What follows belongs to an exercise in optimizing a design on an open flow for small area; a production flow would make more cautious choices.
The RTL was checked by simulation tests, not by an equivalence proof against the original design.

// cordic_amplitude_angle
module cordic_amplitude_angle (
    input                clk,
    input                rst_n,
    input  signed [31:0] x,
    input  signed [31:0] y,
    input                pre_vaild,
    output signed [31:0] amplitude,
    output signed [31:0] angle,
    output reg           post_vaild
);
Size in the first run: ~5400 cells after synthesis, roughly 51000 um^2 of cells after synthesis.
Settings: LEC_CHECK=0, CAP_MARGIN=20, CORE_MARGIN=2, CORE_UTILIZATION=40, SLEW_MARGIN=20; clock period 7.5 ns.
standard.sh (not shown) runs the stock make flow with config.mk's settings and CLKGATE_MAP_FILE= SYNTH_SCRIPT=/design/flow/synth_recipe.tcl, a recipe that flattens the netlist after the stock synthesis.
==> flow/flow/run.sh <==
#!/bin/bash
# The standard layout flow (standard.sh) with one change: the buffers that
# global placement puts on every input and output port are
# sky130_fd_sc_hd__buf_1 cells instead of the default choice (the resizer may
# still upsize them). standard.sh's own output goes to standard_flow.log; each
# ORFS step keeps its full log under orfs/logs/.
export BUFFER_PORTS_ARGS="-buffer_cell sky130_fd_sc_hd__buf_1"
bash standard.sh > standard_flow.log 2>&1
Rerun with:
==> flow/flow/run.sh (replaced) <==
#!/bin/bash
# The standard layout flow (standard.sh) with two changes:
# - the buffers that global placement puts on every input and output port are
#   sky130_fd_sc_hd__buf_1 cells instead of the default choice (the resizer may
#   still upsize them);
# - clock tree synthesis clusters up to 30 flip-flops within 80 um per leaf
#   buffer and inserts no dummy loads.
# standard.sh's own output goes to standard_flow.log; each ORFS step keeps its
# full log under orfs/logs/.
export BUFFER_PORTS_ARGS="-buffer_cell sky130_fd_sc_hd__buf_1"
export CTS_ARGS="-sink_clustering_enable -repair_clock_nets -sink_clustering_size 30 -sink_clustering_max_diameter 80 -dont_use_dummy_load"
bash standard.sh > standard_flow.log 2>&1
- CORE_UTILIZATION: 40 -> 55
- PLACE_DENSITY: not set -> 0.65
=> Final cell count came out lower by 6.8%; via count drops by 0.48%; hold slack stays flat; count of clock-buffer cells in the layout went down by 33; fmax came out lower by 0.63%; wire length goes down by 5.1%; synthesized area is unchanged.
Rerun with:
==> flow/flow/run.sh (replaced) <==
#!/bin/bash
# The standard layout flow (standard.sh) with two changes:
# - the buffers that global placement puts on every input and output port are
#   sky130_fd_sc_hd__buf_1 cells instead of the default choice (the resizer may
#   still upsize them);
# - clock tree synthesis clusters up to 25 flip-flops within 70 um per leaf
#   buffer and inserts no dummy loads.
# standard.sh's own output goes to standard_flow.log; each ORFS step keeps its
# full log under orfs/logs/.
export BUFFER_PORTS_ARGS="-buffer_cell sky130_fd_sc_hd__buf_1"
export CTS_ARGS="-sink_clustering_enable -repair_clock_nets -sink_clustering_size 25 -sink_clustering_max_diameter 70 -dont_use_dummy_load"
bash standard.sh > standard_flow.log 2>&1
- CORE_UTILIZATION: 55 -> 40
- GPL_TIMING_DRIVEN: not set -> 0
- PLACE_DENSITY: 0.65 -> not set
Global-route usage drops by 4.8 points; core utilization fell by 15 points; hold slack is worse by 61 ps; non-clock buffer count came out higher by 57; worst setup slack improves by 20 ps; count of clock-buffer cells in the layout increases by 7.

---

cedar:
cordic_amplitude_angle, a different RTL version from the one above (not shown whole).
Size: about 510 flip-flops, about 52000 um2 of cells after synthesis.
Settings: LEC_CHECK=0, CAP_MARGIN=20, CORE_MARGIN=2, CORE_UTILIZATION=55, CTS_CLUSTER_SIZE=50, PLACE_DENSITY=0.65, SLEW_MARGIN=20; clock period 7.5 ns.
run.sh (not shown) runs the stock make flow with config.mk's settings and CLKGATE_MAP_FILE= SYNTH_SCRIPT=/design/flow/synth_recipe.tcl, a recipe that flattens the netlist after the stock synthesis.
Stock flow here: none of the scripts above is used.
The following lists how juniper was set up differently from cedar:
--- a/flow/config.mk
+++ b/flow/config.mk
@@ -9,5 +9,4 @@
 export CORE_MARGIN = 2
-export CORE_UTILIZATION = 55
-export CTS_CLUSTER_SIZE = 50
-export PLACE_DENSITY = 0.65
+export CORE_UTILIZATION = 40
+export CTS_BUF_LIST = sky130_fd_sc_hd__clkbuf_4 sky130_fd_sc_hd__clkbuf_8
 export SLEW_MARGIN = 20
Compared with cedar, juniper has less setup slack.
Detailed-route via count (juniper vs. cedar) decreases slightly
cedar has a lower worst max-slew margin expressed relative to the limit than juniper.
The number of levels the H-tree was split into reported for juniper is greater than that of cedar by 1.
Run comparison: cedar origin of the worst setup path e6_s16; juniper origin of the worst setup path e9_s16
Compared with cedar, juniper shows share of the clock period used by the worst path after layout higher by 0.29 points.
Relative to juniper, the following input files were edited for indigo:
--- a/flow/config.mk
+++ b/flow/config.mk
@@ -9,4 +9,4 @@
 export CORE_MARGIN = 2
-export CORE_UTILIZATION = 40
-export CTS_BUF_LIST = sky130_fd_sc_hd__clkbuf_4 sky130_fd_sc_hd__clkbuf_8
+export CORE_UTILIZATION = 65
+export PLACE_DENSITY = 0.75
 export SLEW_MARGIN = 20
[summary]
- [compare] base=juniper new=indigo: final cell count fell 753, design area went down about 1.6%.
- Diff juniper and indigo: average via count per standard cell lower in juniper
- Route | indigo vs juniper | wire shorter in indigo

---

run 1:
cordic_amplitude_angle again, from the RTL that the note above started with.
==> flow/config.mk <==
export PLATFORM = sky130hd
export DESIGN_NAME = cordic_amplitude_angle
export DESIGN_NICKNAME = cordic_amplitude_angle
export VERILOG_FILES = /design/flow/design.v
export SDC_FILE = /design/flow/constraint.sdc
export NUM_CORES = 4
export LEC_CHECK = 0
export CAP_MARGIN = 20
export CORE_MARGIN = 2
export CORE_UTILIZATION = 40
export CTS_BUF_LIST = sky130_fd_sc_hd__clkbuf_2 sky130_fd_sc_hd__clkbuf_4
export CTS_CLUSTER_SIZE = 16
export SLEW_MARGIN = 20
==> flow/constraint.sdc <==
create_clock -name core_clock -period 7.5 [get_ports {clk}]
set_input_delay 1.5000 -clock core_clock [delete_from_list [all_inputs] [get_ports {clk}]]
set_output_delay 1.5000 -clock core_clock [all_outputs]
set_load 0.01 [all_outputs]
### run 1 -> run 2
- CTS_CLUSTER_SIZE no longer set, was 16
- CTS_BUF_LIST no longer set, was sky130_fd_sc_hd__clkbuf_2 sky130_fd_sc_hd__clkbuf_4
--- outcome ---
Run 2 vs. run 1: achievable frequency now larger, setup slack now larger, fraction of area in multi-input gates comparable. Run comparison: run 1 startpoint of the worst setup timing path e1_s16; run 2 startpoint of the worst setup timing path e9_s16. Antenna violation net count after detailed routing: run 2 vs run 1 — no meaningful difference. Via count in run 2 vs run 1: down 781.

---

Another version of the RTL of cordic_amplitude_angle (not shown whole).
Size: roughly 5,300 cells after synthesis, about 510 flip-flops.
clock: 7.5 ns
lec_check: 0
cap_margin: 20
core_margin: 2
core_utilization: 40
cts_cluster_diameter: 70
cts_cluster_size: 25
slew_margin: 20
standard.sh (not shown) runs the stock make flow with config.mk's settings and CLKGATE_MAP_FILE= SYNTH_SCRIPT=/design/flow/synth_recipe.tcl, a recipe that flattens the netlist after the stock synthesis.
==> flow/flow/run.sh <==
#!/bin/bash
# The standard layout flow (standard.sh) with one change: the buffers that
# global placement puts on every input and output port are
# sky130_fd_sc_hd__buf_1 cells instead of the default choice (the resizer may
# still upsize them). standard.sh's own output goes to standard_flow.log; each
# ORFS step keeps its full log under orfs/logs/.
export BUFFER_PORTS_ARGS="-buffer_cell sky130_fd_sc_hd__buf_1"
bash standard.sh > standard_flow.log 2>&1
Rerun with:
==> flow/run.sh (new file) <==
#!/bin/bash
# synth_recipe.tcl (not shown) runs the flow's synth.tcl, then flattens the netlist and writes it again
# the make line also repeats each setting of config.mk as NAME=value (left out here)
make -C /OpenROAD-flow-scripts/flow DESIGN_CONFIG=/design/flow/config.mk WORK_HOME=/design/flow/orfs CLKGATE_MAP_FILE= SYNTH_SCRIPT=/design/flow/synth_recipe.tcl finish
--- a/flow/config.mk
+++ b/flow/config.mk
@@ -10,4 +10,2 @@
 export CORE_UTILIZATION = 40
-export CTS_CLUSTER_DIAMETER = 70
-export CTS_CLUSTER_SIZE = 25
 export SLEW_MARGIN = 20
removed: flow/flow/run.sh
removed: flow/standard.sh
Result: The changed run finished clean; wire length stays flat; core utilization increases by 0.91 points; die area does not change; sequential share of layout area went down by 0.38 points; worst hold slack loses 20 ps; final area climbs by 2.1%.
Rerun with:
==> flow/flow/run.sh (new file) <==
#!/bin/bash
# The standard layout flow (standard.sh), with the port buffers that global
# placement inserts on every input and output made of sky130_fd_sc_hd__buf_1
# cells instead of the default choice; the resizer may still upsize them.
export BUFFER_PORTS_ARGS="-buffer_cell sky130_fd_sc_hd__buf_1"
# Remove the buffers ABC inserted and let the resizer buffer the design instead.
export REMOVE_ABC_BUFFERS=1
bash standard.sh > standard_flow.log 2>&1
status=$?
cp standard.sh standard_copy.sh.txt 2>/dev/null
exit $status
==> flow/standard.sh (new file) <==
#!/bin/bash
# synth_recipe.tcl (not shown) runs the flow's synth.tcl, then flattens the netlist and writes it again
# the make line also repeats each setting of config.mk as NAME=value (left out here)
make -C /OpenROAD-flow-scripts/flow DESIGN_CONFIG=/design/flow/config.mk WORK_HOME=/design/flow/orfs CLKGATE_MAP_FILE= SYNTH_SCRIPT=/design/flow/synth_recipe.tcl "${@:-finish}"
removed: flow/run.sh
=>
- register-to-register slack barely changes
- wire length is lower by 2.1%
- worst hold slack is better by 16 ps
- worst setup slack is better by 25 ps
- global-route usage came out lower by 0.28 points
Rerun with:
--- a/flow/flow/run.sh
+++ b/flow/flow/run.sh
@@ -5,4 +5,2 @@
 export BUFFER_PORTS_ARGS="-buffer_cell sky130_fd_sc_hd__buf_1"
-# Remove the buffers ABC inserted and let the resizer buffer the design instead.
-export REMOVE_ABC_BUFFERS=1
 bash standard.sh > standard_flow.log 2>&1
Design area stays flat.
Worst setup slack loses 94 ps.
Routed wire length came out higher by 2.6%.
Global-route usage grows by 0.46 points.
Flip-flop and latch count is unchanged.
Via count goes up by 0.67%.
Hold slack stays flat.
Core utilization barely changes.
Cell count hardly moves.

---

Setup of rev 12:
cordic_amplitude_angle, a different RTL version from the one above (not shown whole).
Size: roughly 130 I/O pins, ~0.050 mm^2 of cells after synthesis.
==> flow/design.v (excerpt) <==
module cordic_amplitude_angle (
    input                clk,
    input                rst_n,
    input  signed [31:0] x,
    input  signed [31:0] y,
    input                pre_vaild,
    output signed [31:0] amplitude,
    output signed [31:0] angle,
    output reg           post_vaild
);
export LEC_CHECK = 0
export CAP_MARGIN = 20
export CORE_MARGIN = 2
export CORE_UTILIZATION = 40
export SLEW_MARGIN = 20
create_clock -name core_clock -period 7.5 [get_ports {clk}]
==> flow/flow/run.sh <==
#!/bin/bash
# The standard layout flow (standard.sh) with one change: the buffers that
# global placement puts on every input and output port are
# sky130_fd_sc_hd__buf_1 cells instead of the default choice (the resizer may
# still upsize them). standard.sh's own output goes to standard_flow.log; each
# ORFS step keeps its full log under orfs/logs/.
export BUFFER_PORTS_ARGS="-buffer_cell sky130_fd_sc_hd__buf_1"
bash standard.sh > standard_flow.log 2>&1
Every stage of rev 12 finished as expected; the final checks, on the other hand, flagged setup timing, which means the layout fails.
Input changes introduced in rev 13 (baseline for comparison: rev 12):
--- a/flow/flow/run.sh
+++ b/flow/flow/run.sh
@@ -7,0 +8 @@
+export RECOVER_POWER=100
Findings:
The layout from rev 13, despite a flow that completed every stage, fails the layout checks, with the failing checks listed as capacitance limit, slew limit, setup timing.
Rev 13 against rev 12: shortest clock period the worst path allows after layout held steady; number of fillers in the final layout went up; utilization after layout now sits at about the same level.
The standard cells in rev 13 occupy less silicon area than those in rev 12 do.
Compared with rev 12, in rev 13 detailed-routing wirelength on met1 neither gained nor lost much; insertion delay of the later-clocked pin in the worst-skew pair neither gained nor lost much.
Rev 12 and rev 13 ended up with nearly the same post-route worst setup slack.
[rev 13 vs rev 12] area added between synthesis and finish: lower in rev 13
As far as flip-flop and latch area is concerned, rev 12 and rev 13 perform about the same.

---

try-onyx:
RTL: one of the versions met above, not the one the previous note started from.
Size in the first run: ~5400 cells after synthesis, ~51000 um^2 of cells after synthesis.
export LEC_CHECK = 0
export CAP_MARGIN = 20
export CORE_MARGIN = 2
export CORE_UTILIZATION = 40
export CTS_CLUSTER_DIAMETER = 70
export CTS_CLUSTER_SIZE = 25
export SLEW_MARGIN = 20
create_clock -name core_clock -period 7.5 [get_ports {clk}]
==> flow/flow/run.sh <==
#!/bin/bash
# The standard layout flow (standard.sh) with one change: the buffers that
# global placement puts on every input and output port are
# sky130_fd_sc_hd__buf_1 cells instead of the default choice (the resizer may
# still upsize them). standard.sh's own output goes to standard_flow.log; each
# ORFS step keeps its full log under orfs/logs/.
export BUFFER_PORTS_ARGS="-buffer_cell sky130_fd_sc_hd__buf_1"
bash standard.sh > standard_flow.log 2>&1
try-onyx ran to completion and came out clean on the timing, DRC and antenna checks.
> inputs changed (try-onyx -> try-nickel)
# try-onyx
export LEC_CHECK = 0
export CAP_MARGIN = 20
export CORE_MARGIN = 2
export CORE_UTILIZATION = 40
export CTS_CLUSTER_DIAMETER = 70
export CTS_CLUSTER_SIZE = 25
export SLEW_MARGIN = 20
create_clock -name core_clock -period 7.5 [get_ports {clk}]
# try-nickel
export LEC_CHECK = 0
export CAP_MARGIN = 20
export CORE_MARGIN = 2
export CORE_UTILIZATION = 40
export SLEW_MARGIN = 20
create_clock -name core_clock -period 7.5 [get_ports {clk}]
==> flow/flow/run.sh <==
#!/bin/bash
# The standard layout flow (standard.sh) with two changes:
# - the buffers that global placement puts on every input and output port are
#   sky130_fd_sc_hd__buf_1 cells instead of the default choice (the resizer may
#   still upsize them);
# - clock tree synthesis clusters up to 25 flip-flops within 70 um per leaf
#   buffer and inserts no dummy loads.
# standard.sh's own output goes to standard_flow.log; each ORFS step keeps its
# full log under orfs/logs/.
export BUFFER_PORTS_ARGS="-buffer_cell sky130_fd_sc_hd__buf_1"
export CTS_ARGS="-sink_clustering_enable -repair_clock_nets -sink_clustering_size 25 -sink_clustering_max_diameter 70 -dont_use_dummy_load"
bash standard.sh > standard_flow.log 2>&1
### Flow results
Per the final summary, try-nickel finished and its layout is clean on timing, DRC and antenna. Taking try-onyx as 1.0, try-nickel lands at 0.922 on number of clock-tree buffers in the layout. Per the comparison of try-nickel with try-onyx, synthesized instance count comparable, multi-input logic portion of the cell area now larger. The lower minimum setup slack in the final design of try-onyx and try-nickel is in try-onyx. Compared with try-onyx, try-nickel shows a number of DRC violations after detailed-routing iteration 0 that is 0.97% lower.
Input-level comparison between try-willow and try-nickel:
# try-nickel
export LEC_CHECK = 0
export CAP_MARGIN = 20
export CORE_MARGIN = 2
export CORE_UTILIZATION = 40
export SLEW_MARGIN = 20
create_clock -name core_clock -period 7.5 [get_ports {clk}]
# try-willow
export LEC_CHECK = 0
export CAP_MARGIN = 20
export CORE_MARGIN = 2
export CORE_UTILIZATION = 40
export CTS_CLUSTER_DIAMETER = 85
export CTS_CLUSTER_SIZE = 32
export SLEW_MARGIN = 20
create_clock -name core_clock -period 7.5 [get_ports {clk}]
==> flow/flow/run.sh <==
#!/bin/bash
# The standard layout flow (standard.sh) with one change: the buffers that
# global placement puts on every input and output port are
# sky130_fd_sc_hd__buf_1 cells instead of the default choice (the resizer may
# still upsize them). standard.sh's own output goes to standard_flow.log; each
# ORFS step keeps its full log under orfs/logs/.
export BUFFER_PORTS_ARGS="-buffer_cell sky130_fd_sc_hd__buf_1"
bash standard.sh > standard_flow.log 2>&1
==> summary.txt <==
On try-willow: first-iteration DRC count is 1.4% higher than what try-nickel gave.
Diff try-willow and try-nickel: data arrival time of the critical path higher in try-willow
Between try-willow and try-nickel, the difference in final non-filler cell total is negligible.
Via count: try-willow vs try-nickel, no meaningful difference
Higher part of the cycle the worst path needs among try-willow and try-nickel: try-willow
try-willow against try-nickel: summed area of non-filler cells in the final layout shows an increase of 0.56%, relative slew slack shows a reduction of 3.0 points, first-pass GRT wire length comparable, number of clock buffers in the layout down about 15%.
Edits applied to the flow inputs when going from try-willow to try-tundra:
# try-willow
export LEC_CHECK = 0
export CAP_MARGIN = 20
export CORE_MARGIN = 2
export CORE_UTILIZATION = 40
export CTS_CLUSTER_DIAMETER = 85
export CTS_CLUSTER_SIZE = 32
export SLEW_MARGIN = 20
create_clock -name core_clock -period 7.5 [get_ports {clk}]
# try-tundra
export LEC_CHECK = 0
export CAP_MARGIN = 20
export CORE_MARGIN = 2
export CORE_UTILIZATION = 40
export SLEW_MARGIN = 20
create_clock -name core_clock -period 7.5 [get_ports {clk}]
==> flow/flow/run.sh <==
#!/bin/bash
# The standard layout flow (standard.sh) with two changes:
# - the buffers that global placement puts on every input and output port are
#   sky130_fd_sc_hd__buf_1 cells instead of the default choice (the resizer may
#   still upsize them);
# - clock tree synthesis clusters up to 30 flip-flops within 80 um per leaf
#   buffer and inserts no dummy loads.
# standard.sh's own output goes to standard_flow.log; each ORFS step keeps its
# full log under orfs/logs/.
export BUFFER_PORTS_ARGS="-buffer_cell sky130_fd_sc_hd__buf_1"
export CTS_ARGS="-sink_clustering_enable -repair_clock_nets -sink_clustering_size 30 -sink_clustering_max_diameter 80 -dont_use_dummy_load"
bash standard.sh > standard_flow.log 2>&1
==> summary.txt <==
- Between try-tundra and try-willow, the via count of the first global-routing pass figures differ only marginally.
- ~same proportion of synthesized chip area in sequential cells in try-willow and try-tundra
- Comparing try-willow with try-tundra, the routed via count came out essentially unchanged.
- try-willow leaves more setup margin than try-tundra.

## static timing again, ports no longer ideal
Ports are ideal in the flow. The routed layouts listed here were re-timed in OpenROAD. Step 1, drivers: a clkbuf_16 drives clk and a buf_2 each remaining input, both assumed. Step 2 also shifts input and output timing later by t, the mid clock arrival at the registers, as if the neighbouring blocks saw the same clock. Slacks: ideal ports / drivers / drivers and shift; pairs: ideal ports / drivers.
| run | shift t [ns] | setup WS [ns] | latest minus earliest clock arrival (ns) | worst data-port slew with drivers (ns) |
|---|---|---|---|---|
| the first run of note 1 | 0.709 | 0.375 / 0.306 / 0.542 | 0.035 / 0.036 | 0.05 |
| the second run of note 1 | 0.626 | 0.330 / 0.268 / 0.397 | 0.096 / 0.096 | 0.05 |
| the third run of note 1 | 0.667 | 0.350 / 0.312 / 0.350 | 0.126 / 0.126 | 0.03 |
| cedar | 0.734 | 0.262 / 0.196 / 0.353 | 0.051 / 0.052 | 0.06 |
| juniper | 0.804 | 0.240 / 0.169 / 0.332 | 0.047 / 0.047 | 0.05 |
| indigo | 0.708 | 0.217 / 0.152 / 0.437 | 0.054 / 0.053 | 0.04 |
| run 1 | 1.087 | 0.054 / -0.019 / 0.347 | 0.095 / 0.095 | 0.05 |
| run 2 | 0.735 | 0.252 / 0.177 / 0.357 | 0.053 / 0.054 | 0.05 |
| the first run of note 4 | 0.709 | 0.139 / 0.068 / 0.429 | 0.062 / 0.061 | 0.04 |
| the second run of note 4 | 0.722 | 0.216 / 0.144 / 0.545 | 0.040 / 0.040 | 0.04 |
| the third run of note 4 | 0.722 | 0.241 / 0.175 / 0.546 | 0.018 / 0.017 | 0.13 |
| the fourth run of note 4 | 0.724 | 0.146 / 0.080 / 0.402 | 0.053 / 0.054 | 0.04 |
| rev 12 | 0.734 | -0.843 / -0.843 / -0.843 | 0.034 / 0.033 | 0.06 |
| rev 13 | 0.734 | -0.840 / -0.840 / -0.840 | 0.034 / 0.034 | 0.06 |
| try-onyx | 0.711 | 0.372 / 0.301 / 0.541 | 0.026 / 0.026 | 0.05 |
| try-nickel | 0.681 | 0.375 / 0.304 / 0.537 | 0.068 / 0.068 | 0.05 |
| try-willow | 0.672 | 0.361 / 0.292 / 0.509 | 0.048 / 0.048 | 0.05 |
| try-tundra | 0.643 | 0.324 / 0.257 / 0.510 | 0.064 / 0.064 | 0.05 |
